Context: an optimization exercise on an open-source flow, tuned for a short achievable clock period and few clock cycles. The choices shown serve that exercise and are no tape-out recipe. The RTL was checked by simulation tests, not by an equivalence proof against the original design. Power is estimated from default activity; no workload was simulated.

===== flow/constraint.sdc =====
create_clock -name core_clock -period 12.0 [get_ports {clk_i}]
set_input_delay 2.4000 -clock core_clock [delete_from_list [all_inputs] [get_ports {clk_i}]]
set_output_delay 2.4000 -clock core_clock [all_outputs]
set_load 0.01 [all_outputs]

===== flow/config.mk =====
export PLATFORM = sky130hd
export DESIGN_NAME = pipelined
export DESIGN_NICKNAME = pipelined
export VERILOG_FILES = /design/flow/design.v
export SDC_FILE = /design/flow/constraint.sdc
export NUM_CORES = 4
export LEC_CHECK = 0
export ABC_CLOCK_PERIOD_IN_PS = 4000
export CAP_MARGIN = 20
export CELL_PAD_IN_SITES_DETAIL_PLACEMENT = 1
export CELL_PAD_IN_SITES_GLOBAL_PLACEMENT = 2
export CORE_MARGIN = 2
export CORE_UTILIZATION = 30
export PLACE_DENSITY = 0.45
export SLEW_MARGIN = 20
export TNS_END_PERCENT = 100

===== flow/design.v =====
module pipelined (
  input         clk_i, rst_ni,
  output [31:0] imem_addr_o ,
  input  [31:0] imem_rdata_i,
  output [31:0] dmem_addr_o ,
  output [31:0] dmem_wdata_o,
  output [ 3:0] dmem_be_o   ,
  output        dmem_we_o   ,
  input  [31:0] dmem_rdata_i
);
  localparam int NB = 32;    
  localparam int NR = 4;     
  logic [31:0] pc_q;
  logic [31:0] pc_o;                  
  logic [31:0] pc_c;                  
  logic        d_valid;
  logic [31:0] d_pc, d_inst;
  logic [31:0] d_rs1oh, d_rs2oh;      
  logic        d_pt;                  
  logic        d_hit;                 
  logic        d_jb;                  
  logic        stall_q;               
  logic [31:0] d_bimm;                
  logic [31:0] d_ptgt;                
  logic        e_valid;
  logic [31:0] e_a, e_b, e_s;         
  logic        e_sl;                  
  logic [ 4:0] e_rd;
  logic        e_we, e_load, e_store, e_br, e_jal, e_jalr, e_call, e_ret;
  logic [ 2:0] e_f3;
  logic        e_sub, e_sra, e_ltu;
  logic        e_r_add, e_r_lt, e_r_xor, e_r_or, e_r_and, e_r_sll, e_r_sr, e_r_link;
  logic        e_pt;
  logic        e_beq, e_blt, e_binv;  
  logic [31:0] e_alt;                 
  logic [31:0] e_exp;                 
  logic [31:0] e_link, e_bt, e_pc;
  logic        m_valid, m_we, m_load, m_store;
  logic [ 4:0] m_rd;
  logic [ 2:0] m_f3;
  logic [31:0] m_res;
  logic [31:0] m_addr;                
  logic [31:0] m_wdata;
  logic [ 3:0] m_be;
  logic        m_redir;               
  logic [31:0] m_tgt;
  logic        u_valid, u_taken, u_cond, u_call, u_ret;
  logic [31:0] u_pc, u_tgt, u_link;
  logic [31:0][31:0] rf;
  logic [NB-1:0]            bt_v, bt_cond, bt_ret;
  logic [NB-1:0]            bt_p;     
  logic [NB-1:0][10:0]      bt_tag, bt_tgt;
  logic [NB-1:0][3:0]       bt_h;
  logic [NB-1:0][15:0][1:0] bt_c;
  logic [NB-1:0]            bt_poh;    
  logic [NR-1:0][10:0]      ras;
  logic          pc_ok;
  logic [NB-1:0] hit, take;
  logic          p_taken;
  logic [10:0]   p_tgt;
  logic [31:0]   pc_plus4, p_next;
  assign imem_addr_o = pc_o;
  assign pc_ok       = (pc_c[31:13] == 19'd0) & (pc_c[1:0] == 2'd0);
  always_comb begin
    p_tgt = '0;
    for (int e = 0; e < NB; e++) begin
      hit[e]  = bt_v[e] & (bt_tag[e] == pc_c[12:2]) & pc_ok;
      take[e] = hit[e] & bt_p[e];
      p_tgt   = p_tgt | ({11{take[e]}} & (bt_ret[e] ? ras[0] : bt_tgt[e]));
    end
  end
  assign p_taken  = |take;
  assign pc_plus4 = pc_q + 32'd4;
  assign p_next   = {pc_plus4[31:14],
                     pc_plus4[13] & ~p_taken,
                     p_tgt | ({11{~p_taken}} & pc_plus4[12:2]),
                     pc_plus4[1:0]};
  wire [4:0] op  = d_inst[6:2];
  wire [2:0] f3  = d_inst[14:12];
  wire       f7b = d_inst[30];
  wire [4:0] rd  = d_inst[11:7];
  wire [4:0] rs1 = d_inst[19:15];
  wire [4:0] rs2 = d_inst[24:20];
  wire is_lui   = (op == 5'b01101);
  wire is_auipc = (op == 5'b00101);
  wire is_jal   = (op == 5'b11011);
  wire is_jalr  = (op == 5'b11001);
  wire is_br    = (op == 5'b11000);
  wire is_load  = (op == 5'b00000);
  wire is_store = (op == 5'b01000);
  wire is_opimm = (op == 5'b00100);
  wire is_op    = (op == 5'b01100);
  wire writes   = is_lui | is_auipc | is_jal | is_jalr | is_load | is_opimm | is_op;
  wire d_we     = writes & (rd != 5'd0);
  wire uses_rs1 = is_jalr | is_br | is_load | is_store | is_opimm | is_op;
  wire uses_rs2 = is_br | is_store | is_op;
  wire use_imm  = ~(is_op | is_br);
  wire [31:0] imm_i = {{20{d_inst[31]}}, d_inst[31:20]};
  wire [31:0] imm_s = {{20{d_inst[31]}}, d_inst[31:25], d_inst[11:7]};
  wire [31:0] imm_u = {d_inst[31:12], 12'd0};
  logic [31:0] imm;
  always_comb begin
    if (is_store)              imm = imm_s;
    else if (is_lui | is_auipc) imm = imm_u;
    else                       imm = imm_i;
  end
  wire [31:0] d_bt   = d_pc + d_bimm;
  wire [31:0] d_link = d_pc + 32'd4;
  wire [31:0] d_exp  = d_ptgt - imm_i;
  logic [31:0] ld_data, wb_res;
  wire         w_en = m_we;
  wire [31:0]  w_sel = 32'd1 << m_rd;
  logic [31:0] rf1, rf2;
  always_comb begin
    rf1 = 32'd0;
    rf2 = 32'd0;
    for (int i = 1; i < 32; i++) begin
      rf1 = rf1 | ({32{d_rs1oh[i]}} & rf[i]);
      rf2 = rf2 | ({32{d_rs2oh[i]}} & rf[i]);
    end
  end
  wire [31:0] rv1 = (w_en & (m_rd == rs1)) ? wb_res : rf1;
  wire [31:0] rv2 = (w_en & (m_rd == rs2)) ? wb_res : rf2;
  wire ex_w   = e_valid & e_we;
  wire fwd1   = ex_w & (e_rd == rs1);
  wire fwd2   = ex_w & (e_rd == rs2);
  wire stall  = stall_q & d_valid & e_valid;
  wire [4:0] f_op       = imem_rdata_i[6:2];
  wire       f_uses_rs1 = (f_op == 5'b11001) | (f_op == 5'b11000) | (f_op == 5'b00000) |
                          (f_op == 5'b01000) | (f_op == 5'b00100) | (f_op == 5'b01100);
  wire       f_uses_rs2 = (f_op == 5'b11000) | (f_op == 5'b01100);
  wire       f_jb       = (f_op == 5'b11011) | ((f_op == 5'b11000) & imem_rdata_i[31]);
  wire [31:0] f_bimm    = (f_op == 5'b11011) ?
      {{11{imem_rdata_i[31]}}, imem_rdata_i[31], imem_rdata_i[19:12], imem_rdata_i[20], imem_rdata_i[30:21], 1'b0} :
      {{19{imem_rdata_i[31]}}, imem_rdata_i[31], imem_rdata_i[7], imem_rdata_i[30:25], imem_rdata_i[11:8], 1'b0};
  wire       stall_n    = ~stall & d_valid & is_load & d_we &
                          ((f_uses_rs1 & (imem_rdata_i[19:15] == rd)) |
                           (f_uses_rs2 & (imem_rdata_i[24:20] == rd)));
  wire id_redirect = d_valid & ~stall & ~d_hit & d_jb;
  wire        f_ret   = (imem_rdata_i[6:0] == 7'b1100111) & (imem_rdata_i[11:7] == 5'd0) &
                        (imem_rdata_i[19:15] == 5'd1) & (imem_rdata_i[31:20] == 12'd0);
  wire        f_sret  = ~(|hit) & f_ret;
  wire [31:0] p_next2 = f_sret ? {19'd0, ras[0], 2'd0} : p_next;
  wire d_call = (is_jal | is_jalr) & (rd == 5'd1);
  wire d_ret  = is_jalr & (rd == 5'd0) & (rs1 == 5'd1);
  wire [31:0] A = e_a;
  wire [31:0] B = e_b;
  wire [31:0] S = e_sl ? wb_res : e_s;
  wire [31:0] sum = A + (e_sub ? ~B : B) + {31'd0, e_sub};
  wire        eq  = (A == B);
  wire        lt  = ({A[31] ^ ~e_ltu, A[30:0]} < {B[31] ^ ~e_ltu, B[30:0]});
  wire [31:0] sll = A << B[4:0];
  wire [31:0] sr  = (A >> B[4:0]) | ({32{e_sra & A[31]}} & ~(32'hFFFFFFFF >> B[4:0]));
  wire [31:0] res = ({32{e_r_add }} & sum)
                  | ({32{e_r_lt  }} & {31'd0, lt})
                  | ({32{e_r_xor }} & (A ^ B))
                  | ({32{e_r_or  }} & (A | B))
                  | ({32{e_r_and }} & (A & B))
                  | ({32{e_r_sll }} & sll)
                  | ({32{e_r_sr  }} & sr)
                  | ({32{e_r_link}} & e_link);
  wire taken       = e_f3[2] ? (lt ^ e_f3[0]) : (eq ^ e_f3[0]);
  wire ex_redirect = e_valid & ((e_beq & (eq ^ e_binv)) | (e_blt & (lt ^ e_binv)));
  wire jalr_miss   = e_valid & e_jalr & (~e_pt | (A != e_exp));
  wire ex_flush    = ex_redirect | jalr_miss;
  logic [3:0]  be;
  logic [31:0] wdata;
  always_comb begin
    case (e_f3[1:0])
      2'b00:   begin wdata = {4{S[7:0]}};  be = 4'b0001 << sum[1:0]; end
      2'b01:   begin wdata = {2{S[15:0]}}; be = sum[1] ? 4'b1100 : 4'b0011; end
      default: begin wdata = S;            be = 4'b1111; end
    endcase
  end
  assign dmem_addr_o  = m_addr;
  assign dmem_wdata_o = m_wdata;
  assign dmem_be_o    = m_be;
  assign dmem_we_o    = m_store;
  wire [31:0] lane = dmem_rdata_i >> {m_res[1:0], 3'b000};
  always_comb begin
    case (m_f3)
      3'b000:  ld_data = {{24{lane[7]}}, lane[7:0]};
      3'b001:  ld_data = {{16{lane[15]}}, lane[15:0]};
      3'b100:  ld_data = {24'd0, lane[7:0]};
      3'b101:  ld_data = {16'd0, lane[15:0]};
      default: ld_data = lane;
    endcase
  end
  assign wb_res = m_load ? ld_data : m_res;
  wire s_m  = m_redir;
  wire s_id = id_redirect & ~m_redir;
  wire s_st = stall & ~m_redir;
  wire s_p  = ~(m_redir | id_redirect | stall);
  wire [31:0] npc_move = ({32{s_m}} & m_tgt) | ({32{s_id}} & d_bt) | ({32{s_p}} & p_next2);
  wire [31:0] npc   = ex_redirect ? e_alt : (npc_move | ({32{s_st}} & pc_q));
  wire [31:0] npc_c = ex_redirect ? e_alt : (npc_move | ({32{s_st}} & pc_c));
  always_ff @(posedge clk_i or negedge rst_ni) begin
    if (~rst_ni) pc_q <= 32'd0;
    else         pc_q <= npc;
  end
  always_ff @(posedge clk_i) begin
    pc_c <= rst_ni ? npc_c : 32'd0;
    pc_o <= rst_ni ? npc   : 32'd0;
  end
  wire kill_d = m_redir | ex_flush | id_redirect;
  wire kill_e = m_redir | ex_flush | stall;
  always_ff @(posedge clk_i or negedge rst_ni) begin
    if (~rst_ni) begin
      d_valid <= 1'b0;
      e_valid <= 1'b0;
      m_valid <= 1'b0;
      m_we    <= 1'b0;
      m_redir <= 1'b0;
      u_valid <= 1'b0;
      stall_q <= 1'b0;
    end else begin
      stall_q <= stall_n;
      if (kill_d)      d_valid <= 1'b0;
      else if (~stall) d_valid <= 1'b1;
      e_valid <= d_valid & ~kill_e;
      m_valid <= e_valid;
      m_we    <= e_valid & e_we;
      m_redir <= jalr_miss;
      u_valid <= e_valid & (e_br | e_jal | e_jalr);
    end
  end
  always_ff @(posedge clk_i) begin
    if (~stall) begin
      d_pc   <= pc_q;
      d_inst <= imem_rdata_i;
      d_rs1oh <= (32'd1 << imem_rdata_i[19:15]) & ~32'd1;
      d_rs2oh <= (32'd1 << imem_rdata_i[24:20]) & ~32'd1;
      d_pt   <= p_taken | f_sret;
      d_hit  <= |hit;
      d_jb   <= f_jb;
      d_bimm <= f_bimm;
      d_ptgt <= {19'd0, f_sret ? ras[0] : p_tgt, 2'd0};
    end
    e_a      <= (fwd1 & uses_rs1) ? res : is_lui ? 32'd0 : is_auipc ? d_pc : rv1;
    e_b      <= use_imm ? imm : fwd2 ? res : rv2;
    e_s      <= fwd2 ? res : rv2;
    e_sl     <= fwd2 & e_load;
    e_rd     <= rd;
    e_we     <= d_we;
    e_load   <= is_load;
    e_store  <= is_store;
    e_br     <= is_br;
    e_jal    <= is_jal;
    e_jalr   <= is_jalr;
    e_call   <= d_call;
    e_ret    <= d_ret;
    e_f3     <= f3;
    e_sub    <= is_op & (f3 == 3'b000) & f7b;
    e_sra    <= f7b;
    e_ltu    <= (is_op | is_opimm) ? f3[0] : f3[1];
    e_r_add  <= ((is_op | is_opimm) & (f3 == 3'b000)) | is_load | is_store | is_lui | is_auipc;
    e_r_lt   <= (is_op | is_opimm) & (f3[2:1] == 2'b01);
    e_r_xor  <= (is_op | is_opimm) & (f3 == 3'b100);
    e_r_or   <= (is_op | is_opimm) & (f3 == 3'b110);
    e_r_and  <= (is_op | is_opimm) & (f3 == 3'b111);
    e_r_sll  <= (is_op | is_opimm) & (f3 == 3'b001);
    e_r_sr   <= (is_op | is_opimm) & (f3 == 3'b101);
    e_r_link <= is_jal | is_jalr;
    e_pt     <= d_pt | id_redirect;
    e_beq    <= is_br & ~f3[2];
    e_blt    <= is_br & f3[2];
    e_binv   <= f3[0] ^ (d_pt | id_redirect);
    e_alt    <= (d_pt | id_redirect) ? d_link : d_bt;
    e_exp    <= d_exp;
    e_link   <= d_link;
    e_bt     <= d_bt;
    e_pc     <= d_pc;
    m_rd     <= e_rd;
    m_load   <= e_load;
    m_f3     <= e_f3;
    m_store  <= rst_ni & e_valid & e_store;    
    m_res    <= res;
    m_addr   <= sum;
    m_wdata  <= wdata;
    m_be     <= be;
    if (e_jalr) m_tgt <= sum;
    u_taken  <= e_br ? taken : 1'b1;
    u_cond   <= e_br;
    u_call   <= e_call;
    u_ret    <= e_ret;
    u_pc     <= e_pc;
    u_tgt    <= e_jalr ? sum : e_bt;
    u_link   <= e_link;
  end
  always_ff @(posedge clk_i or negedge rst_ni) begin
    if (~rst_ni) begin
      for (int i = 0; i < 32; i++) rf[i] <= (i == 2) ? 32'h800 : 32'd0;
    end else begin
      for (int i = 1; i < 32; i++)
        if (w_en & w_sel[i]) rf[i] <= wb_res;
    end
  end
  wire          u_pc_ok  = (u_pc[31:13] == 19'd0);
  wire          u_tgt_ok = (u_tgt[31:13] == 19'd0) & (u_tgt[1:0] == 2'd0);
  logic [NB-1:0] um;
  always_comb
    for (int e = 0; e < NB; e++)
      um[e] = bt_v[e] & (bt_tag[e] == u_pc[12:2]) & u_pc_ok;
  logic          w_valid, w_taken, w_cond, w_ret, w_tgt_ok;
  logic [10:0]   w_pc, w_tgt;
  logic [NB-1:0] w_m;
  logic          w_any;                 
  wire           w_alloc = w_valid & ~w_any & w_taken & w_tgt_ok;
  wire [NB-1:0]  w_new   = w_alloc ? bt_poh : '0;
  wire           u_same  = w_alloc & (w_pc == u_pc[12:2]) & u_pc_ok;
  always_ff @(posedge clk_i or negedge rst_ni) begin
    if (~rst_ni) w_valid <= 1'b0;
    else         w_valid <= u_valid & u_pc_ok;
  end
  always_ff @(posedge clk_i) begin
    w_taken  <= u_taken;
    w_cond   <= u_cond;
    w_ret    <= u_ret;
    w_tgt_ok <= u_tgt_ok;
    w_pc     <= u_pc[12:2];
    w_tgt    <= u_tgt[12:2];
    w_m      <= u_same ? w_new : (um & ~w_new);
    w_any    <= u_same | (|(um & ~w_new));
  end
  logic [NB-1:0][15:0][1:0] c_next;
  logic [NB-1:0]            p_next_e;
  always_comb
    for (int e = 0; e < NB; e++) begin
      p_next_e[e] = 1'b0;
      for (int k = 0; k < 16; k++) begin
        c_next[e][k] = bt_c[e][k];
        if (bt_h[e] == k) begin
          if (w_taken & (bt_c[e][k] != 2'b11))  c_next[e][k] = bt_c[e][k] + 2'b01;
          if (~w_taken & (bt_c[e][k] != 2'b00)) c_next[e][k] = bt_c[e][k] - 2'b01;
        end
      end
      for (int k = 0; k < 16; k++)
        if ({bt_h[e][2:0], w_taken} == k) p_next_e[e] = c_next[e][k][1];
    end
  always_ff @(posedge clk_i or negedge rst_ni) begin
    if (~rst_ni) begin
      bt_v   <= '0;
      bt_poh <= {{(NB-1){1'b0}}, 1'b1};
      ras    <= '0;
    end else begin
      if (w_alloc) bt_poh <= {bt_poh[NB-2:0], bt_poh[NB-1]};
      bt_v <= bt_v | w_new;
      for (int e = 0; e < NB; e++)
        if (w_valid & w_m[e] & w_taken & ~w_tgt_ok) bt_v[e] <= 1'b0;
      if (u_valid) begin
        if (u_ret & u_call)  ras[0] <= u_link[12:2];
        else if (u_call)     ras    <= {ras[NR-2:0], u_link[12:2]};
        else if (u_ret)      ras    <= {11'd0, ras[NR-1:1]};
      end
    end
  end
  always_ff @(posedge clk_i) begin
    for (int e = 0; e < NB; e++) begin
      if (w_new[e]) begin
        bt_tag[e]  <= w_pc;
        bt_tgt[e]  <= w_tgt;
        bt_cond[e] <= w_cond;
        bt_ret[e]  <= w_ret;
        bt_h[e]    <= 4'd1;
        bt_c[e]    <= {16{2'b10}};
        bt_p[e]    <= 1'b1;
      end else if (w_valid & w_m[e]) begin
        if (w_taken & w_tgt_ok) bt_tgt[e] <= w_tgt;
        if (w_cond) begin
          bt_h[e] <= {bt_h[e][2:0], w_taken};
          bt_p[e] <= p_next_e[e];
          bt_c[e] <= c_next[e];
        end
      end
    end
  end
endmodule

===== flow/flow/run.sh =====
#!/bin/bash
# The standard layout (standard.sh: the standard flow's synthesis and ORFS flow) with two changes
# to how the layout is made; the SDC and everything else are unchanged:
# - a larger setup repair margin, so that repair_timing works towards a shorter
#   period than the 12 ns constraint needs;
# - every input and output port is still buffered, but with buf_4 instead of the
#   slow delay buffer that buffer_ports picks by default.
set -euo pipefail
export BUFFER_PORTS_ARGS="-buffer_cell sky130_fd_sc_hd__buf_4"
bash standard.sh SETUP_SLACK_MARGIN=8 finish > standard_flow.log 2>&1

===== flow/standard.sh =====
#!/bin/bash
# synth_recipe.tcl (not shown) runs the flow's synth.tcl, then flattens the netlist and writes it again
# the make line also repeats each setting of config.mk as NAME=value (left out here)
make -C /OpenROAD-flow-scripts/flow DESIGN_CONFIG=/design/flow/config.mk WORK_HOME=/design/flow/orfs CLKGATE_MAP_FILE= SYNTH_SCRIPT=/design/flow/synth_recipe.tcl "${@:-finish}"

==> results of run 1 <==
## state kept, by name, indices dropped and copies added, names as in the netlist, 44 cells and up
register  cells
bt_c       1024
rf          992
bt_tag      352
bt_tgt      352
bt_h        128
ras          44
## path summary, 6_finish.rpt
path                                from             end  slack (ns)  cells after the start
worst max-delay path             pc_o[2]  imem_addr_o[2]        7.77                      1
worst max register to register   pc_c[8]      d_ptgt[11]        7.86                     11
worst min register to register  e_pc[10]        u_pc[10]        0.28                      0
max in group asynchronous         rst_ni         rf[771]        8.31                      3
min in group asynchronous         rst_ni         rf[829]        1.21                      1
worst min-delay path            e_pc[10]        u_pc[10]        0.28                      0
## cells in the mapped netlist, drive strengths merged (62+ instances only)
library cell	n
a21oi	1112
nor3b	213
buf	341
xor2	101
a22o	307
nand2	2712
a31oi	105
o22ai	291
nor2b	217
dfxtp	1761
o221ai	83
a22oi	486
nor4	224
mux4	98
mux2	170
clkbuf	1260
nand4	525
nor2	1810
nand2b	156
mux2i	702
or3	167
dfrtp	1137
o211ai	201
xnor2	1273
ha	1197
o21ai	1875
a211oi	323
nand3	462
a221oi	499
a221o	112
a211o	116
and2	82
edfxtp	919
a21o	62
and3	102
a222oi	65
a2111oi	62
nor3	618
inv	1431
## final cells by class
| cell class | instances | area, um2 |
|---|---|---|
| Tap cell | 9577 | 12000 |
| Antenna cell | 61 | 153 |
| Clock inverter | 186 | 2040 |
| Sequential cell | 3819 | 91900 |
| Multi-Input combinational cell | 17200 | 117000 |
| Timing Repair inverter | 1 | 5.00 |
| Fill cell | 81900 | 471000 |
| Inverter | 1443 | 5450 |
| Clock buffer | 733 | 14200 |
| Timing Repair Buffer | 925 | 8410 |
## per-stage QoR
| stage | setup slack [ns] | power, mW | hold WS (ns) | util, % |
|---|---|---|---|---|
| 2_1_floorplan | 7.30 | 21.0 | 0.310 | - |
| 4_1_cts | 7.65 | 41.5 | 0.266 | 34.6 |
| 5_1_grt | 7.74 | 42.8 | 0.288 | 34.8 |
| 3_5_place_dp | 6.00 | 25.6 | 0.313 | 31.9 |
| 6_report | 7.77 | 41.4 | 0.279 | 34.8 |
| 3_3_place_gp | 6.00 | 25.6 | 0.310 | 31.9 |
## cells by family after synthesis
logic type	Yosys count	share of synthesized area, %
fa+ha+maj	1199	6.92
compound gates	6181	18.8
simple gates	7490	16.1
xor+xnor	1374	5.54
buf+inv	3044	5.43
flops	3819	42.1
mux	970	5.14
## power by group
group          internal, mW  switching (mW)
logic                  3.03            5.53
registers              15.2            2.29
clock network          8.79            6.48
## metal layers
layer	routed length (um)	part of all wire [%]	vias to the layer above
met5	282	0.025	-
met4	56600	5.1	38
met2	479000	43	6753
li1	-	-	86700
met3	74100	6.7	2085
met1	500000	45	99800
## timing repair
item | in CTS | in global routing
cloned | 11 | 4
setup buffers | 61 | 71
pin swaps | 25 | 23
hold endpoints to repair | 0 | 0
resized for setup | 546 | 138
setup endpoints to repair | 698 | 270
==> impl_metrics.tcl, run 1 <==
set metrics [dict create \
    dr.pass1.iters 9 \
    crit_chain "buf_6" \
    cts-buffers-inserted 485 \
    use_met2_pct 45.1 \
    dp.cells 32800 \
    power.density_nw_per_um2 165 \
    synth-edff-count 919 \
    worst_pin_slew_ns 1.39 \
    yosys_warnings 1 \
    htreeDepth 5 \
    port_buffers 166 \
    p_leak_nw 101 \
    crit_slowest_cell "dfxtp_4" \
    dpl.hpwl_um 752000 \
    grt_pass1_vias 194000 \
    crit_family "flip-flops" \
    arrival_ns 1.83 \
    cts_tree "built" \
    synth_seq_cells 3819 \
    synth.distinct_cells 100 \
    slew_viol_final 0 \
    grt-ovfl-total 0 \
    hold_path_class "reg2reg" \
    ys_seq_area_share_pct 42.1 \
    final_cells 34000 \
    die_w_um 855 \
    rows 312 \
    syn_area_um2 217000 \
    cts_sinks 3819 \
    relSlewSlack_pct 6.70 \
    max-clock-path-buffers 4 \
    setup_violations 0 \
    layout_common_cells "nand2_1 (2654), o21ai_0 (1825), nor2_1 (1805)" \
    grt_start_max_net_pins 146 \
    drive_above_1_share_pct 10.8 \
    floorplan.initialDensity_pct 30.1 \
    grt_usage_pct 29.3 \
    nets 25200 \
    cts_hold_buf 0 \
    busiest_layer "met2" \
    wl_per_cell_um 32.7 \
    worst_setup_path_end_kind "primary output" \
    grtUsageMet1_pct 40.5 \
    tns_ns 0 \
    synth_flop_cell "dfxtp_1" \
    antenna_found_initial 110 \
    synth_top_area_cell "dfxtp_1" \
    timing.fmax_mhz 237 \
    dieArea_um2 730000 \
    die_h_um 855 \
    rsz0062_at_grt "yes" \
    status "finished clean" \
    drcViolationCount 0 \
    cp.required_ns 9.60 \
    syn-num-nets 25300 \
    cp.buffers_inverters 1 \
    yosysTopAreaCellShare_pct 16.2 \
    skew_ns 0.0822 \
    gp_congestion 0.981 \
    placed_area_um2 230000 \
    synth.area.top_cells "dfxtp_1 (16%), dfrtp_1 (13%), edfxtp_1 (13%)" \
    design_area_um2 251000 \
    routed_wl_um 1110000 \
    max_stage_delay_ns 0.52 \
    grtUsageMet3_pct 5.01 \
    ir_drop_mv 0.147 \
    grt_pass1_wl_um 1550000 \
    area_delta_synth_final_pct 15.6 \
    core_area_um2 721000 \
    vias_per_cell 5.75 \
    vias 195000 \
    layout.cells.most_common "nand2_1" \
    min_period_over_period_pct 35.2 \
    drt_iter0_markers 18600 \
    hold_viol 0 \
    async_reset_ff_share_pct 29.8 \
    path_class "reg2out" \
    cp-start-kind "flip-flop" \
    io_pins 167 \
    path_clk_slew_ns 0.06 \
    root_buffer "clkbuf_16" \
    path_max_fanout 1 \
    clk_latency_ns 1.14 \
    synthCells 24100 \
    synth.avg_cell_area_um2 9.01 \
    fin_crit_ns 4.23 \
    maxCapViolations 0 \
    ant_nets 0 \
]
Testbench counts, summed over its fixed seeds: cycles 236,680.
==> run 2, diff against run 1 <==
--- a/flow/design.v
+++ b/flow/design.v
@@ -109,7 +109,10 @@
   wire [31:0] d_exp  = d_ptgt - imm_i;
   logic [31:0] ld_data, wb_res;
   wire         w_en = m_we;
-  wire [31:0]  w_sel = 32'd1 << m_rd;
+  logic        x_we;
+  logic [4:0]  x_rd;
+  logic [31:0] x_res;
+  wire  [31:0] x_sel = 32'd1 << x_rd;
   logic [31:0] rf1, rf2;
   always_comb begin
     rf1 = 32'd0;
@@ -119,8 +122,10 @@
       rf2 = rf2 | ({32{d_rs2oh[i]}} & rf[i]);
     end
   end
-  wire [31:0] rv1 = (w_en & (m_rd == rs1)) ? wb_res : rf1;
-  wire [31:0] rv2 = (w_en & (m_rd == rs2)) ? wb_res : rf2;
+  wire [31:0] rf1x = (x_we & (x_rd == rs1)) ? x_res : rf1;
+  wire [31:0] rf2x = (x_we & (x_rd == rs2)) ? x_res : rf2;
+  wire [31:0] rv1  = (w_en & (m_rd == rs1)) ? wb_res : rf1x;
+  wire [31:0] rv2  = (w_en & (m_rd == rs2)) ? wb_res : rf2x;
   wire ex_w   = e_valid & e_we;
   wire fwd1   = ex_w & (e_rd == rs1);
   wire fwd2   = ex_w & (e_rd == rs2);
@@ -236,8 +241,12 @@
       d_bimm <= f_bimm;
       d_ptgt <= {19'd0, f_sret ? ras[0] : p_tgt, 2'd0};
     end
-    e_a      <= (fwd1 & uses_rs1) ? res : is_lui ? 32'd0 : is_auipc ? d_pc : rv1;
-    e_b      <= use_imm ? imm : fwd2 ? res : rv2;
+    e_a      <= (fwd1 & uses_rs1) ? res :
+                (w_en & (m_rd == rs1) & ~is_lui & ~is_auipc) ? wb_res :
+                is_lui ? 32'd0 : is_auipc ? d_pc : rf1x;
+    e_b      <= (fwd2 & ~use_imm) ? res :
+                (w_en & (m_rd == rs2) & ~use_imm) ? wb_res :
+                use_imm ? imm : rf2x;
     e_s      <= fwd2 ? res : rv2;
     e_sl     <= fwd2 & e_load;
     e_rd     <= rd;
@@ -288,11 +297,19 @@
     u_link   <= e_link;
   end
   always_ff @(posedge clk_i or negedge rst_ni) begin
+    if (~rst_ni) x_we <= 1'b0;
+    else         x_we <= w_en;
+  end
+  always_ff @(posedge clk_i) begin
+    x_rd  <= m_rd;
+    x_res <= wb_res;
+  end
+  always_ff @(posedge clk_i or negedge rst_ni) begin
     if (~rst_ni) begin
       for (int i = 0; i < 32; i++) rf[i] <= (i == 2) ? 32'h800 : 32'd0;
     end else begin
       for (int i = 1; i < 32; i++)
-        if (w_en & w_sel[i]) rf[i] <= wb_res;
+        if (x_we & x_sel[i]) rf[i] <= x_res;
     end
   end
   wire          u_pc_ok  = (u_pc[31:13] == 19'd0);
==> run 2 against run 1 <==
Effect of this change:
- global-route usage fell by 1.5 points
- first-iteration DRC count fell by 16%
- area after synthesis barely moved
- fmax rose by 2.9%
- die area barely moved
- still clean
==> impl_metrics.tcl, run 2 <==
set metrics [dict create \
    status "finished clean" \
    gp_congestion 0.902 \
    synth_top_area_cell "dfxtp_1" \
    cts_tree "built" \
    setup_violations 0 \
    worst_setup_path_end_kind "primary output" \
    synth_flop_cell "dfxtp_1" \
    yosysTopAreaCellShare_pct 16.6 \
    cts-buffers-inserted 521 \
    crit_chain "buf_6" \
    dr.pass1.iters 7 \
    relSlewSlack_pct 16.3 \
    vias_per_cell 5.68 \
    nets 23800 \
    largest_reg_flops 1024 \
    synth.area.top_cells "dfxtp_1 (17%), dfrtp_1 (13%), edfxtp_1 (13%)" \
    syn_area_um2 217000 \
    clk_latency_ns 1.12 \
    cp-start-kind "flip-flop" \
    yosysMostFrequentCell "dfxtp_1" \
    drive_above_1_share_pct 15.1 \
    grt_usage_pct 27.8 \
    dpl.hpwl_um 707000 \
    finalPower_mw 39.2 \
    root_buffer "clkbuf_16" \
    reg.largest.list "bt_c (1024), rf (992)" \
    nFillCells 80300 \
    path_clk_slew_ns 0.06 \
    tns_ns 0 \
    grt-ovfl-total 0 \
    die_h_um 855 \
    port_buffers 166 \
    core_area_um2 721000 \
    crit_slowest_cell "dfxtp_4" \
    maxCapViolations 0 \
    synth.avg_cell_area_um2 9.61 \
    antenna_found_initial 76 \
    path_class "reg2out" \
    yosys_warnings 1 \
    p_leak_nw 103 \
    top_register "bt_c" \
    hold_path_class "reg2reg" \
    max_stage_delay_ns 0.47 \
    placed_area_um2 230000 \
    synth-edff-count 919 \
    drcViolationCount 0 \
    dieArea_um2 730000 \
    wl_per_cell_um 32.4 \
    synth_seq_cells 3857 \
    max-clock-path-buffers 4 \
    skew_ns 0.0792 \
    routed_wl_um 1050000 \
    area_delta_synth_final_pct 15.5 \
    fin_crit_ns 4.11 \
    rows 312 \
    async_reset_ff_share_pct 29.6 \
    htreeDepth 6 \
    power.density_nw_per_um2 156 \
    min_period_over_period_pct 34.2 \
    cp.required_ns 9.60 \
    crit_family "flip-flops" \
    rsz0062_at_grt "yes" \
    timing.fmax_mhz 243 \
    grt_pass1_wl_um 1480000 \
    layout.cells.most_common "nand2_1" \
    path_max_fanout 1 \
    synth.distinct_cells 104 \
    layout_common_cells "nand2_1 (1697), nor2_1 (1695), dfxtp_1 (1634)" \
    floorplan.initialDensity_pct 30.1 \
    synthCells 22600 \
    cts_hold_buf 0 \
    arrival_ns 1.71 \
    ys_seq_area_share_pct 42.4 \
    ir_drop_mv 0.165 \
    drt_iter0_markers 15700 \
    ys_top_cells_by_count "dfxtp_1 (1798), nand2_1 (1729), nor2_1 (1716)" \
    io_pins 167 \
    ant_nets 0 \
    cts_sinks 3857 \
    cp.buffers_inverters 1 \
    worst_pin_slew_ns 1.25 \
    design_area_um2 251000 \
    syn-num-nets 23900 \
    vias 185000 \
    grt_start_max_net_pins 164 \
    slew_viol_final 0 \
    hold_viol 0 \
    grt_pass1_vias 187000 \
    die_w_um 855 \
]
-- run 2: cell types whose count changed after synthesis, moves of 41 or more --
cell	before	now
o211ai_1	201	242
clkbuf_1	1260	1138
o21ai_0	1862	823
nand3_1	461	511
nand2_1	2712	1729
nor3_1	617	566
mux2i_1	702	619
nor2_1	1810	1716
a21oi_1	1112	1195
o22ai_1	291	213
mux2_2	170	1168
a22oi_1	486	408
-- run 2: routing by layer --
| metal | track usage [%] | share of wire (%) |
|---|---|---|
| met5 | 0 | 0.013 |
| met2 | 45.3 | 46 |
| met1 | 37.3 | 44 |
| met4 | 10.8 | 4.6 |
| met3 | 3.96 | 5.4 |
-- run 2: through the flow --
step	setup WS [ns]	util (%)	cells	hold slack, ns
2_1_floorplan	7.75	-	22600	0.310
4_1_cts	7.78	34.6	32500	0.304
3_3_place_gp	6.14	31.9	31500	0.309
5_1_grt	7.85	34.8	32500	0.312
3_5_place_dp	6.10	31.9	31500	0.313
6_report	7.89	34.8	32500	0.309
-- run 2: final cells by class --
type / count / area, um2 / area share [%]
flip-flops and latches: 3857 / 92600 / 36.9
inverters: 1411 / 5330 / 2.12
repair buffers: 877 / 8110 / 3.23
well taps: 9577 / 12000 / 4.78
clock inverters: 165 / 1780 / 0.709
diodes: 35 / 87.6 / 0.0349
multi-input cells: 15800 / 116000 / 46.1
clock buffers: 777 / 15400 / 6.15
-- run 2: cells by family (layout without fill, tap and decap cells) --
group	count (synthesis)	after routing	synth area share [%]
DFF	3857	3857	42.4
adders and majority gates	1199	1199	6.92
xor gates and xnor gates	1403	1403	5.66
muxes	1882	1882	9.90
and+or+nand+nor	6261	6262	13.7
AOI/OAI and AO/OA	5083	5084	16.2
other	0	35	0
buffers and inverters	2905	3230	5.21
-- run 2: what timing repair did --
item                                    in CTS  in global routing
cloned                                       8                  4
gates resized for setup                    439                112
pin swaps                                   19                 23
buffers inserted                            62                 24
endpoints found under the setup margin     494                204
-- run 2: worst paths after layout --
check	from	cells after the start	slack (ns)	endpoint
worst min-delay path	e_pc[12]	0	0.31	u_pc[12]
max in group asynchronous	rst_ni	4	8.38	rf[253]
worst max-delay path	pc_o[4]	1	7.89	imem_addr_o[4]
min in group asynchronous	rst_ni	1	1.22	rf[226]
worst max register to register	e_sub	15	7.99	e_b[31]
worst min register to register	e_pc[12]	0	0.31	u_pc[12]
-- run 2: report_power, final --
group	switching, mW	internal, mW
Combinational	4.31	2.38
Sequential	1.62	14.8
Clock	6.60	9.48
Total	12.5	26.6
Testbench counts of run 2, summed over its fixed seeds: cycles 236,680.
==> run 3, diff against run 2 <==
--- a/flow/design.v
+++ b/flow/design.v
@@ -8,7 +8,7 @@
   output        dmem_we_o   ,
   input  [31:0] dmem_rdata_i
 );
-  localparam int NB = 32;    
+  localparam int NB = 16;    
   localparam int NR = 4;     
   logic [31:0] pc_q;
   logic [31:0] pc_o;                  
==> run 3 against run 2 <==
Effect of this change:
- still clean on timing, DRC and antenna
- utilization barely moved
- clock power fell by 28%
- area after synthesis fell by 29%
- synthesized cell count fell by 31%
- clock skew rose by 0.037 ns
- sequential power fell by 26%
- register-to-register slack got worse by 0.05 ns
- hold slack improved by 0.0031 ns
- critical path type is now in2reg
- critical endpoint is now pc_o[7]
- largest power group unchanged
- highest routed layer unchanged
==> impl_metrics.tcl, run 3 <==
set metrics [dict create \
    dieArea_um2 522000 \
    rsz0062_at_grt "yes" \
    rrSetupSlack_ns 7.94 \
    reg.largest.list "rf (992), bt_c (512)" \
    path_clk_slew_ns 0.06 \
    synth_seq_cells 2849 \
    drcViolationCount 0 \
    synth.avg_cell_area_um2 9.99 \
    drt_iter0_markers 11800 \
    port_buffers 166 \
    slew_viol_final 0 \
    antenna_found_initial 55 \
    arrival_ns 5.01 \
    clk_latency_ns 1.05 \
    drive_above_1_share_pct 18.7 \
    cp.required_ns 12.88 \
    synthCells 15500 \
    core_area_um2 513000 \
    cts_hold_buf 0 \
    yosys_warnings 1 \
    cp.buffers_inverters 4 \
    synth_top_area_cell "dfrtp_1" \
    die_h_um 722 \
    timing.fmax_mhz 242 \
    internal-power_mw 19.4 \
    cts_tree "built" \
    layout.cells.most_common "nand2_1" \
    ant_nets 0 \
    seq_power_share_pct 42.3 \
    synth.distinct_cells 113 \
    syn-num-nets 16200 \
    gp_congestion 0.888 \
    ys_seq_area_share_pct 44.0 \
    max-clock-path-buffers 4 \
    maxCapViolations 0 \
    root_buffer "clkbuf_16" \
    setup_violations 0 \
    finalPower_mw 28.6 \
    worst_setup_path_end_kind "flip-flop" \
    die_w_um 722 \
    syn_area_um2 155000 \
    grt_usage_pct 28.9 \
    power.density_nw_per_um2 160 \
    path_class "in2reg" \
    synth.area.top_cells "dfrtp_1 (18%), dfxtp_1 (15%), edfxtp_1 (11%)" \
    routed_wl_um 779000 \
    top_register "rf" \
    status "finished clean" \
    synth-edff-count 551 \
    pwr-share-comb_pct 17.1 \
    fin_crit_ns 4.13 \
    async_reset_ff_share_pct 38.9 \
    crit_chain "buf_6 > or4_4 > or4_4 > nor4_4 > buf_6 > buf_12 > buf_8 > mux2_4 > nand2_4 > o2111ai_4 > o221a_1" \
    cts_sinks 2849 \
    p_leak_nw 73.6 \
    wl_met3_um 40100 \
    synth_flop_cell "dfxtp_1" \
    grt_pass1_wl_um 1090000 \
    top_layer "met5" \
    area_delta_synth_final_pct 15.4 \
    vias 132000 \
    vias_per_cell 5.86 \
    io_pins 167 \
    grt_pass1_vias 137000 \
    path_max_fanout 5 \
    swShare_pct 32.1 \
    max_stage_delay_ns 0.59 \
    crit_family "simple AND/OR/NAND/NOR gates" \
    wl_per_cell_um 34.6 \
    floorplan.initialDensity_pct 30.1 \
    wl_met2_um 358000 \
    yosysMostFrequentCell "nand2_1" \
    grt_start_max_net_pins 163 \
    worst_pin_slew_ns 1.22 \
    layout_setup_ws_ns 7.87 \
    hold_viol 0 \
    clock_power_share_pct 40.6 \
    yosysTopAreaCellShare_pct 17.9 \
    grt-ovfl-total 0 \
    htreeDepth 5 \
    dpl.hpwl_um 505000 \
    wl_met1_um 341000 \
    largest_reg_flops 992 \
    min_period_over_period_pct 34.4 \
    skew_ns 0.116 \
    hold_path_class "reg2reg" \
    nets 16200 \
    cts-buffers-inserted 365 \
    cp-start-kind "primary input" \
    p_sw_mw 9.17 \
    tns_ns 0 \
    ys_top_cells_by_count "nand2_1 (1237), dfxtp_1 (1190), mux2_2 (1190)" \
    crit_slowest_cell "or4_4" \
    dp_worst_setup_slack_ns 6.22 \
    layout_common_cells "nand2_1 (1215), mux2_2 (1184), dfxtp_1 (1106)" \
    dr.pass1.iters 9 \
    relSlewSlack_pct 18.5 \
    rows 263 \
    ir_drop_mv 0.135 \
]
run 3: path summary, 6_finish.rpt:
| path | from | endpoint | cells after the start |
|---|---|---|---|
| max in group asynchronous | rst_ni | bt_v[15] | 3 |
| hold reg to reg | e_pc[4] | u_pc[4] | 0 |
| hold / removal | e_pc[4] | u_pc[4] | 0 |
| setup / recovery | imem_rdata_i[30] | pc_o[7] | 11 |
| setup reg to reg | d_inst[20] | e_b[25] | 9 |
| min in group asynchronous | rst_ni | rf[498] | 1 |
run 3: power by group through the flow:
stage                     sequential, mW  clock, mW  combinational [mW]
final                               12.1       11.6                4.89
after global routing                12.2       12.2                5.12
after CTS                           12.1       11.9                4.76
after detailed placement            12.3          0                4.60
after global placement              12.3          0                4.56
after floorplan                     11.6          0                2.58
run 3: layout make-up:
class / instances / area (um2)
clock inverters: 119 / 1580
fillers: 56200 / 335000
diodes: 19 / 47.5
repair buffers: 679 / 5730
well taps: 6757 / 8450
flip-flops and latches: 2849 / 68300
multi-input cells: 10800 / 80900
inverters: 763 / 2890
clock buffers: 552 / 10800
run 3: kinds of logic after synthesis:
group	synth area share (%)
simple gates	12.3
compound gates	16.5
flops	44.0
buf+inv	4.75
mux	12.2
xor+xnor	4.66
fa+ha+maj	5.56
run 3: worst register-to-register path, cell delays in order (launching register included):
cell and delay [ns]:
edfxtp_1 1.00, xor2_1 0.23, a221oi_1 0.07, nand4_1 0.12, buf_4 0.56, inv_2 0.28
buf_4 0.32, nor2_4 0.55, a21oi_1 0.38, o22a_2 0.39
run 3: what timing repair did:
action,CTS,global route
gates resized for setup,245,106
pin swaps,26,28
buffers inserted,41,22
hold endpoints to repair,0,0
setup endpoints to repair,322,139
gates cloned,7,1
run 3: metrics by stage:
step	util [%]	instances	hold slack (ns)	instance area (um2)
finish	34.8	22500	0.312	179000
global route	34.8	22500	0.331	179000
CTS	34.7	22500	0.312	178000
detailed placement	32.0	21700	0.313	164000
global placement	32.0	21700	0.311	164000
floorplan	-	15500	0.310	155000
run 3: metal layers:
| metal | global-route usage [%] | vias to the layer above |
|---|---|---|
| li1 | - | 56700 |
| met1 | 38.6 | 69400 |
| met2 | 47.2 | 4377 |
| met3 | 3.41 | 1409 |
| met4 | 12.4 | 8 |
| met5 | 0 | - |
Testbench counts of run 3, summed over its fixed seeds: cycles 237,447.
==> run 4, diff against run 3 <==
--- a/flow/design.v
+++ b/flow/design.v
@@ -8,7 +8,7 @@
   output        dmem_we_o   ,
   input  [31:0] dmem_rdata_i
 );
-  localparam int NB = 16;    
+  localparam int NB = 32;    
   localparam int NR = 4;     
   logic [31:0] pc_q;
   logic [31:0] pc_o;                  
@@ -50,8 +50,8 @@
   logic [NB-1:0]            bt_v, bt_cond, bt_ret;
   logic [NB-1:0]            bt_p;     
   logic [NB-1:0][10:0]      bt_tag, bt_tgt;
-  logic [NB-1:0][3:0]       bt_h;
-  logic [NB-1:0][15:0][1:0] bt_c;
+  logic [NB-1:0][4:0]       bt_h;
+  logic [NB-1:0][31:0][1:0] bt_c;
   logic [NB-1:0]            bt_poh;    
   logic [NR-1:0][10:0]      ras;
   logic          pc_ok;
@@ -143,9 +143,8 @@
                            (f_uses_rs2 & (imem_rdata_i[24:20] == rd)));
   wire id_redirect = d_valid & ~stall & ~d_hit & d_jb;
   wire        f_ret   = (imem_rdata_i[6:0] == 7'b1100111) & (imem_rdata_i[11:7] == 5'd0) &
-                        (imem_rdata_i[19:15] == 5'd1) & (imem_rdata_i[31:20] == 12'd0);
-  wire        f_sret  = ~(|hit) & f_ret;
-  wire [31:0] p_next2 = f_sret ? {19'd0, ras[0], 2'd0} : p_next;
+                        (imem_rdata_i[19:15] == 5'd1);
+  wire [31:0] p_next2 = f_ret ? {19'd0, ras[0], 2'd0} : p_next;
   wire d_call = (is_jal | is_jalr) & (rd == 5'd1);
   wire d_ret  = is_jalr & (rd == 5'd0) & (rs1 == 5'd1);
   wire [31:0] A = e_a;
@@ -235,11 +234,11 @@
       d_inst <= imem_rdata_i;
       d_rs1oh <= (32'd1 << imem_rdata_i[19:15]) & ~32'd1;
       d_rs2oh <= (32'd1 << imem_rdata_i[24:20]) & ~32'd1;
-      d_pt   <= p_taken | f_sret;
+      d_pt   <= p_taken | f_ret;
       d_hit  <= |hit;
       d_jb   <= f_jb;
       d_bimm <= f_bimm;
-      d_ptgt <= {19'd0, f_sret ? ras[0] : p_tgt, 2'd0};
+      d_ptgt <= {19'd0, f_ret ? ras[0] : p_tgt, 2'd0};
     end
     e_a      <= (fwd1 & uses_rs1) ? res :
                 (w_en & (m_rd == rs1) & ~is_lui & ~is_auipc) ? wb_res :
@@ -339,20 +338,20 @@
     w_m      <= u_same ? w_new : (um & ~w_new);
     w_any    <= u_same | (|(um & ~w_new));
   end
-  logic [NB-1:0][15:0][1:0] c_next;
+  logic [NB-1:0][31:0][1:0] c_next;
   logic [NB-1:0]            p_next_e;
   always_comb
     for (int e = 0; e < NB; e++) begin
       p_next_e[e] = 1'b0;
-      for (int k = 0; k < 16; k++) begin
+      for (int k = 0; k < 32; k++) begin
         c_next[e][k] = bt_c[e][k];
         if (bt_h[e] == k) begin
           if (w_taken & (bt_c[e][k] != 2'b11))  c_next[e][k] = bt_c[e][k] + 2'b01;
           if (~w_taken & (bt_c[e][k] != 2'b00)) c_next[e][k] = bt_c[e][k] - 2'b01;
         end
       end
-      for (int k = 0; k < 16; k++)
-        if ({bt_h[e][2:0], w_taken} == k) p_next_e[e] = c_next[e][k][1];
+      for (int k = 0; k < 32; k++)
+        if ({bt_h[e][3:0], w_taken} == k) p_next_e[e] = c_next[e][k][1];
     end
   always_ff @(posedge clk_i or negedge rst_ni) begin
     if (~rst_ni) begin
@@ -378,13 +377,13 @@
         bt_tgt[e]  <= w_tgt;
         bt_cond[e] <= w_cond;
         bt_ret[e]  <= w_ret;
-        bt_h[e]    <= 4'd1;
-        bt_c[e]    <= {16{2'b10}};
+        bt_h[e]    <= 5'd1;
+        bt_c[e]    <= {32{2'b10}};
         bt_p[e]    <= 1'b1;
       end else if (w_valid & w_m[e]) begin
         if (w_taken & w_tgt_ok) bt_tgt[e] <= w_tgt;
         if (w_cond) begin
-          bt_h[e] <= {bt_h[e][2:0], w_taken};
+          bt_h[e] <= {bt_h[e][3:0], w_taken};
           bt_p[e] <= p_next_e[e];
           bt_c[e] <= c_next[e];
         end
==> run 4 against run 3 <==
Effect of this change:
- still clean on timing, DRC and antenna
- global-route usage down 2.8 points
- final area grew 96%
- via count increased by 110%
- setup slack worse by 0.20 ns
- routed wire length grew 81%
- hold slack better by 0.0040 ns
- die area is 97% higher
- sequential share of layout area is 5.8 points lower
- clock skew grew 0.012 ns
- total power up 67%
- non-clock buffer count up 477
- register-to-register slack got worse by 0.10 ns
- critical path type is now reg2out
==> impl_metrics.tcl, run 4 <==
set metrics [dict create \
    postLayoutCoreUtil_pct 34.4 \
    ir_drop_mv 0.162 \
    dieArea_um2 1030000 \
    nFillCells 116000 \
    synth.area.top_cells "dfxtp_1 (19%), dfrtp_1 (9.3%), ha_1 (9.1%)" \
    root_buffer "clkbuf_16" \
    relSlewSlack_pct 11.9 \
    ant_nets 0 \
    crit_family "flip-flops" \
    crit_slowest_cell "dfxtp_4" \
    drcViolationCount 0 \
    startpoint "pc_o[5]" \
    synth_seq_cells 4913 \
    synth_flop_cell "dfxtp_1" \
    dr.pass1.iters 9 \
    grt_pass1_vias 278000 \
    floorplan.initialDensity_pct 30.1 \
    wl_per_cell_um 28.9 \
    grt-ovfl-total 0 \
    path_clk_slew_ns 0.06 \
    synth_top_area_cell "dfxtp_1" \
    syn_area_um2 306000 \
    vias 273000 \
    cts_sinks 4913 \
    p_leak_nw 141 \
    core_area_um2 1020000 \
    status "finished clean" \
    arrival_ns 1.94 \
    grtUsageMet3_pct 4.07 \
    use_met2_pct 42.1 \
    drive_above_1_share_pct 11.7 \
    vias_per_cell 5.61 \
    grtUsageMet1_pct 36.1 \
    cts_tree "built" \
    ys_seq_area_share_pct 37.0 \
    slew_viol_final 0 \
    grt_pass1_wl_um 2020000 \
    path_class "reg2out" \
    worst_pin_slew_ns 1.31 \
    dpl.hpwl_um 926000 \
    tns_ns 0 \
    yosys_warnings 1 \
    htreeDepth 6 \
    top_register "bt_c" \
    rsz0062_at_grt "yes" \
    cp.buffers_inverters 1 \
    io_pins 167 \
    skew_ns 0.128 \
    antenna_found_initial 86 \
    busiest_layer "met2" \
    grt_usage_pct 26.1 \
    min_period_over_period_pct 36.1 \
    maxCapViolations 0 \
    max_stage_delay_ns 0.55 \
    path_max_fanout 1 \
    setup_violations 0 \
    layout_common_cells "nor2_1 (3129), nand2_1 (2878), dfxtp_1 (2666)" \
    clk_latency_ns 1.19 \
    yosysMostFrequentCell "nor2_1" \
    syn-num-nets 37200 \
    cp.required_ns 9.60 \
    r2r-start "d_inst[15]" \
    grt_start_max_net_pins 162 \
    die_h_um 1010 \
    drt_iter0_markers 19600 \
    ys_top_cells_by_count "nor2_1 (3159), nand2_1 (2928), dfxtp_1 (2854)" \
    async_reset_ff_share_pct 23.2 \
    rows 371 \
    fin_crit_ns 4.34 \
    synthCells 34900 \
    gp_congestion 0.880 \
    reg.largest.list "bt_c (2048), rf (992)" \
    hold_path_class "reg2reg" \
    crit_chain "buf_6" \
    power.density_nw_per_um2 136 \
    nets 36800 \
    worstHoldStart "e_pc[31]" \
    synth-edff-count 919 \
    yosysTopAreaCellShare_pct 18.6 \
    layout.cells.most_common "nor2_1" \
    area_delta_synth_final_pct 14.4 \
    port_buffers 166 \
    cts-buffers-inserted 673 \
    die_w_um 1010 \
    synth.distinct_cells 98 \
    worst_setup_path_end_kind "primary output" \
    hold_viol 0 \
    routed_wl_um 1410000 \
    timing.fmax_mhz 231 \
    synth.avg_cell_area_um2 8.77 \
    largest_reg_flops 2048 \
    max-clock-path-buffers 5 \
    cp-start-kind "flip-flop" \
]
## run 4: cell types whose count changed after synthesis, moves of 1254 or more
| cell | before | now |
|---|---|---|
| inv_1 | 754 | 2527 |
| nor2_1 | 1078 | 3159 |
| dfxtp_1 | 1190 | 2854 |
| nand2_1 | 1237 | 2928 |
| a21oi_1 | 671 | 1925 |
| ha_1 | 685 | 2221 |
## run 4: power by group
| part | internal [mW] | total [mW] | switching [mW] |
|---|---|---|---|
| Clock | 12.5 | 21.2 | 8.65 |
| Combinational | 2.35 | 6.63 | 4.28 |
| Sequential | 18.3 | 19.9 | 1.67 |
## run 4: stage by stage
| step | cell area [um2] | power (mW) | setup WS [ns] | hold WS, ns | instances |
|---|---|---|---|---|---|
| final | 351000 | 47.7 | 7.66 | 0.316 | 48700 |
| after global routing | 350000 | 49.3 | 7.63 | 0.320 | 48600 |
| after CTS | 349000 | 48.0 | 7.59 | 0.310 | 48500 |
| after detailed placement | 323000 | 26.3 | 5.86 | 0.313 | 47300 |
| after global placement | 323000 | 26.3 | 5.83 | 0.310 | 47300 |
| after floorplan | 307000 | 22.8 | 7.42 | 0.310 | 34900 |
## run 4: kinds of logic (layout without fill, tap and decap cells)
| group | after synthesis | count (layout) | share of synthesized area, % |
|---|---|---|---|
| xor+xnor | 1941 | 1941 | 5.55 |
| mux | 2170 | 2170 | 7.82 |
| fa+ha+maj | 2223 | 2223 | 9.08 |
| flops | 4913 | 4913 | 37.0 |
| compound gates | 8398 | 8398 | 18.5 |
| simple gates | 10400 | 10400 | 15.9 |
| other cells | 0 | 70 | 0 |
| buf+inv | 4850 | 4918 | 6.15 |
## run 4: timing repair
action / 4_1_cts / 5_1_grt
setup endpoints to repair: 1458 / 342
gates cloned: 10 / 14
setup buffers: 34 / 80
pin swaps: 19 / 31
hold buffers: 0 / 0
resized for setup: 540 / 197
## run 4: layer usage
metal | vias up | share of wire, % | wire, um
li1 | 125000 | - | -
met1 | 140000 | 46 | 651000
met2 | 6828 | 45 | 631000
met3 | 1968 | 5.6 | 79500
met4 | 26 | 3.3 | 46000
met5 | - | 0.012 | 163
## run 4: cell type report
class,instances,area (um2),share of cell area (%)
clock buffers,980,19700,5.63
repair buffers,1156,10900,3.10
well taps,13600,17000,4.86
flip-flops and latches,4913,114000,32.4
diodes,70,175,0.0500
multi-input cells,25200,176000,50.3
clock inverters,224,2920,0.834
inverters,2558,9660,2.76
## run 4: path summary, 6_finish.rpt
| kind | end | slack, ns | cells past startpoint |
|---|---|---|---|
| worst max-delay path | imem_addr_o[5] | 7.66 | 1 |
| worst min-delay path | u_pc[31] | 0.32 | 0 |
| worst max register to register | e_a[28] | 7.84 | 9 |
| worst min register to register | u_pc[31] | 0.32 | 0 |
| max in group asynchronous | rf[392] | 8.27 | 4 |
| min in group asynchronous | rf[639] | 1.23 | 1 |
Testbench counts of run 4, summed over its fixed seeds: cycles 236,218.
==> run 5, diff against run 4 <==
--- a/flow/design.v
+++ b/flow/design.v
@@ -122,13 +122,13 @@
       rf2 = rf2 | ({32{d_rs2oh[i]}} & rf[i]);
     end
   end
-  wire [31:0] rf1x = (x_we & (x_rd == rs1)) ? x_res : rf1;
-  wire [31:0] rf2x = (x_we & (x_rd == rs2)) ? x_res : rf2;
-  wire [31:0] rv1  = (w_en & (m_rd == rs1)) ? wb_res : rf1x;
-  wire [31:0] rv2  = (w_en & (m_rd == rs2)) ? wb_res : rf2x;
-  wire ex_w   = e_valid & e_we;
-  wire fwd1   = ex_w & (e_rd == rs1);
-  wire fwd2   = ex_w & (e_rd == rs2);
+  logic        s_e1, s_e2, s_m1, s_m2, s_x1, s_x2;
+  wire  [31:0] rf1x = s_x1 ? x_res : rf1;
+  wire  [31:0] rf2x = s_x2 ? x_res : rf2;
+  wire  [31:0] rv1  = s_m1 ? wb_res : rf1x;
+  wire  [31:0] rv2  = s_m2 ? wb_res : rf2x;
+  wire         fwd1 = s_e1;
+  wire         fwd2 = s_e2;
   wire stall  = stall_q & d_valid & e_valid;
   wire [4:0] f_op       = imem_rdata_i[6:2];
   wire       f_uses_rs1 = (f_op == 5'b11001) | (f_op == 5'b11000) | (f_op == 5'b00000) |
@@ -138,6 +138,8 @@
   wire [31:0] f_bimm    = (f_op == 5'b11011) ?
       {{11{imem_rdata_i[31]}}, imem_rdata_i[31], imem_rdata_i[19:12], imem_rdata_i[20], imem_rdata_i[30:21], 1'b0} :
       {{19{imem_rdata_i[31]}}, imem_rdata_i[31], imem_rdata_i[7], imem_rdata_i[30:25], imem_rdata_i[11:8], 1'b0};
+  wire [4:0] n_rs1      = stall ? rs1 : imem_rdata_i[19:15];
+  wire [4:0] n_rs2      = stall ? rs2 : imem_rdata_i[24:20];
   wire       stall_n    = ~stall & d_valid & is_load & d_we &
                           ((f_uses_rs1 & (imem_rdata_i[19:15] == rd)) |
                            (f_uses_rs2 & (imem_rdata_i[24:20] == rd)));
@@ -217,8 +219,20 @@
       m_redir <= 1'b0;
       u_valid <= 1'b0;
       stall_q <= 1'b0;
+      s_e1    <= 1'b0;
+      s_e2    <= 1'b0;
+      s_m1    <= 1'b0;
+      s_m2    <= 1'b0;
+      s_x1    <= 1'b0;
+      s_x2    <= 1'b0;
     end else begin
       stall_q <= stall_n;
+      s_e1    <= d_valid & ~stall & d_we & (rd == n_rs1);
+      s_e2    <= d_valid & ~stall & d_we & (rd == n_rs2);
+      s_m1    <= e_valid & e_we & (e_rd == n_rs1);
+      s_m2    <= e_valid & e_we & (e_rd == n_rs2);
+      s_x1    <= m_we & (m_rd == n_rs1);
+      s_x2    <= m_we & (m_rd == n_rs2);
       if (kill_d)      d_valid <= 1'b0;
       else if (~stall) d_valid <= 1'b1;
       e_valid <= d_valid & ~kill_e;
@@ -241,10 +255,10 @@
       d_ptgt <= {19'd0, f_ret ? ras[0] : p_tgt, 2'd0};
     end
     e_a      <= (fwd1 & uses_rs1) ? res :
-                (w_en & (m_rd == rs1) & ~is_lui & ~is_auipc) ? wb_res :
+                (s_m1 & ~is_lui & ~is_auipc) ? wb_res :
                 is_lui ? 32'd0 : is_auipc ? d_pc : rf1x;
     e_b      <= (fwd2 & ~use_imm) ? res :
-                (w_en & (m_rd == rs2) & ~use_imm) ? wb_res :
+                (s_m2 & ~use_imm) ? wb_res :
                 use_imm ? imm : rf2x;
     e_s      <= fwd2 ? res : rv2;
     e_sl     <= fwd2 & e_load;
==> run 5 against run 4 <==
Effect of this change:
- still clean
- setup slack improved by 0.16 ns
- sequential power about the same
- total power decreased by 1.1%
- fmax is 3.8% higher
- area after synthesis grew 0.23%
- hold slack got worse by 0.020 ns
- via count increased by 0.33%
==> impl_metrics.tcl, run 5 <==
set metrics [dict create \
    antenna_found_initial 94 \
    async_reset_ff_share_pct 23.3 \
    crit_chain "buf_6" \
    reg.largest.list "bt_c (2048), rf (992)" \
    synth.area.top_cells "dfxtp_1 (19%), dfrtp_1 (9.3%), ha_1 (9.1%)" \
    floorplan.initialDensity_pct 30.1 \
    fin_hold_ws_ns 0.296 \
    cp.buffers_inverters 1 \
    gp_congestion 0.893 \
    synth.distinct_cells 117 \
    wl_per_cell_um 29.0 \
    layout.cells.most_common "nor2_1" \
    ir_drop_mv 0.110 \
    crit_family "flip-flops" \
    dr.pass1.iters 6 \
    design_area_um2 351000 \
    path_clk_slew_ns 0.06 \
    drive_above_1_share_pct 11.6 \
    rsz0062_at_grt "yes" \
    synthCells 34900 \
    dpl.hpwl_um 924000 \
    area_delta_synth_final_pct 14.3 \
    ys_seq_area_share_pct 36.9 \
    placed_area_um2 324000 \
    min_period_over_period_pct 34.8 \
    synth_flop_cell "dfxtp_1" \
    grt_usage_pct 26.3 \
    grt_pass1_vias 281000 \
    synthAdderAreaFrac_pct 9.06 \
    relSlewSlack_pct 7.21 \
    ant_nets 0 \
    postLayoutCoreUtil_pct 34.4 \
    cts-buffers-inserted 669 \
    routed_wl_um 1410000 \
    core_area_um2 1020000 \
    synth_top_family_by_area "compound AO/OA/AOI/OAI gates" \
    seq_power_share_pct 41.9 \
    die_w_um 1020 \
    synth_compound_area_share_pct 18.6 \
    vias_per_cell 5.62 \
    yosysTopAreaCellShare_pct 18.6 \
    nets 36800 \
    cts_tree "built" \
    max-clock-path-buffers 5 \
    ys_top_cells_by_count "nor2_1 (3217), dfxtp_1 (2854), nand2_1 (2663)" \
    p_sw_mw 14.4 \
    path_max_fanout 1 \
    worst_pin_slew_ns 1.39 \
    crit_slowest_cell "dfxtp_4" \
    drcViolationCount 0 \
    rows 371 \
    muxShareOfSynthArea_pct 7.80 \
    yosysMostFrequentCell "nor2_1" \
    p_leak_nw 142 \
    nFillCells 117000 \
    layout_common_cells "nor2_1 (3184), dfxtp_1 (2681), nand2_1 (2613)" \
    io_pins 167 \
    htreeDepth 6 \
    cp-start-kind "flip-flop" \
    clk_latency_ns 1.19 \
    synthXorXnorAreaFrac_pct 5.52 \
    drt_iter0_markers 19900 \
    path_class "reg2out" \
    syn-num-nets 37200 \
    hold_path_class "reg2reg" \
    swShare_pct 30.5 \
    dieArea_um2 1030000 \
    synth_top_area_cell "dfxtp_1" \
    yosys.area_share.simple_pct 15.9 \
    cp.required_ns 9.60 \
    multiInputGateArea_um2 177000 \
    top_register "bt_c" \
    yosys_warnings 1 \
    internal-power_mw 32.8 \
    vias 274000 \
    max_stage_delay_ns 0.46 \
    cts_sinks 4919 \
    maxCapViolations 0 \
    die_h_um 1020 \
    root_buffer "clkbuf_16" \
    grt-ovfl-total 0 \
    power.density_nw_per_um2 135 \
    grt_start_max_net_pins 153 \
    tns_ns 0 \
    slew_viol_final 0 \
    pwr-share-comb_pct 14.0 \
    port_buffers 166 \
    timing.fmax_mhz 239 \
    arrival_ns 1.78 \
    regArea_um2 114000 \
    clock_power_share_pct 44.1 \
    synth-edff-count 919 \
    synth.avg_cell_area_um2 8.79 \
    largest_reg_flops 2048 \
    status "finished clean" \
    cts_hold_buf 0 \
    grt_pass1_wl_um 2040000 \
    skew_ns 0.135 \
    fin_crit_ns 4.18 \
    setup_violations 0 \
    synth_seq_cells 4919 \
    worst_setup_path_end_kind "primary output" \
    syn_area_um2 307000 \
    hold_viol 0 \
]
-- run 5: cells by family (layout without fill, tap and decap cells) --
family,Yosys count,in the layout
multiplexers,2171,2171
AO/OA/AOI/OAI,8465,8465
adder cells (fa/ha/maj),2223,2223
buffers and inverters,4861,5000
flip-flops,4919,4919
AND/OR/NAND/NOR,10400,10400
XOR/XNOR,1937,1937
other,0,34
-- run 5: area by class of cell --
cell class / instances / share of cell area [%]
flip-flops and latches: 4919 / 32.5
well taps: 13600 / 4.85
multi-input cells: 25200 / 50.4
repair buffers: 1201 / 3.16
diodes: 34 / 0.0242
inverters: 2577 / 2.78
clock buffers: 994 / 5.60
clock inverters: 228 / 0.755
-- run 5: timing repair --
| item | in CTS | in global routing |
|---|---|---|
| resized for setup | 539 | 143 |
| hold endpoints to repair | 0 | 0 |
| cloned | 16 | 8 |
| pin swaps | 28 | 22 |
| buffers inserted | 72 | 48 |
| endpoints found under the setup margin | 683 | 309 |
-- run 5: power groups by stage --
stage | Clock (mW) | Combinational [mW] | Sequential [mW]
after floorplan | 0 | 3.61 | 19.3
after global placement | 0 | 5.96 | 20.2
after detailed placement | 0 | 6.00 | 20.2
after CTS | 21.5 | 6.40 | 19.8
after global routing | 22.1 | 6.94 | 19.9
final | 20.8 | 6.59 | 19.8
-- run 5: through the flow --
step                instances  setup slack [ns]  total power, mW
global route            48700              7.79             48.9
global placement        47300              5.81             26.2
finish                  48700              7.82             47.2
detailed placement      47300              5.86             26.2
CTS                     48600              7.73             47.7
floorplan               34900              7.64             22.9
-- run 5: path summary, 6_finish.rpt --
path,startpoint,endpoint,slack (ns),cells after the start
setup / recovery,pc_o[11],imem_addr_o[11],7.82,1
max in group asynchronous,rst_ni,rf[853],8.59,3
setup reg to reg,d_rs1oh[20],e_a[6],7.91,9
min in group asynchronous,rst_ni,bt_v[4],1.12,1
hold / removal,e_pc[22],u_pc[22],0.30,0
hold reg to reg,e_pc[22],u_pc[22],0.30,0
-- run 5: layer usage --
| metal | GRT usage (%) | wire, um |
|---|---|---|
| met4 | 8.45 | 50300 |
| met3 | 4.09 | 76300 |
| met5 | 0 | 247 |
| met1 | 35.5 | 643000 |
| met2 | 43.0 | 643000 |
-- run 5: worst register-to-register path, delay by kind of cell (launching register included) --
kind / cells / cell delay (ns)
flops: 1 / 1.05
compound gates: 3 / 0.53
buf+inv: 2 / 1.21
simple gates: 4 / 1.17
Testbench counts of run 5, summed over its fixed seeds: cycles 236,218.

==> re-timing with driven ports <==
In the flow no input, the clock included, has a driving cell. The finished layouts below were timed again as built, in two steps. Step 1 assumes that a clkbuf_16 drives the clock port and a buf_2 every other input. Step 2 moves the port delays by t, midway between the first and last clock arrival at a register: inputs arrive t later, outputs are due t later. That takes back most of the time a late clock gives input paths. Three values: no drivers, after step 1, after step 2; two values: the first two.
| run | t, ns | setup slack, ns | hold slack, ns | worst data-port slew with drivers (ns) |
|---|---|---|---|---|
| run 1 | 1.232 | 7.774 / 7.642 / 6.831 | 0.279 / 0.279 / 0.279 | 0.09 |
| run 2 | 1.223 | 7.892 / 7.750 / 6.894 | 0.309 / 0.309 / 0.309 | 0.20 |
| run 3 | 1.115 | 7.867 / 7.921 / 6.841 | 0.312 / 0.312 / 0.312 | 0.07 |
| run 4 | 1.281 | 7.663 / 7.512 / 6.591 | 0.316 / 0.316 / 0.316 | 0.43 |
| run 5 | 1.278 | 7.821 / 7.677 / 6.885 | 0.296 / 0.296 / 0.296 | 0.11 |
After both steps every run listed still meets setup and hold. For run 4, which loses most, drivers alone change the setup slack by -0.151 ns; drivers and shift together by -1.072 ns.
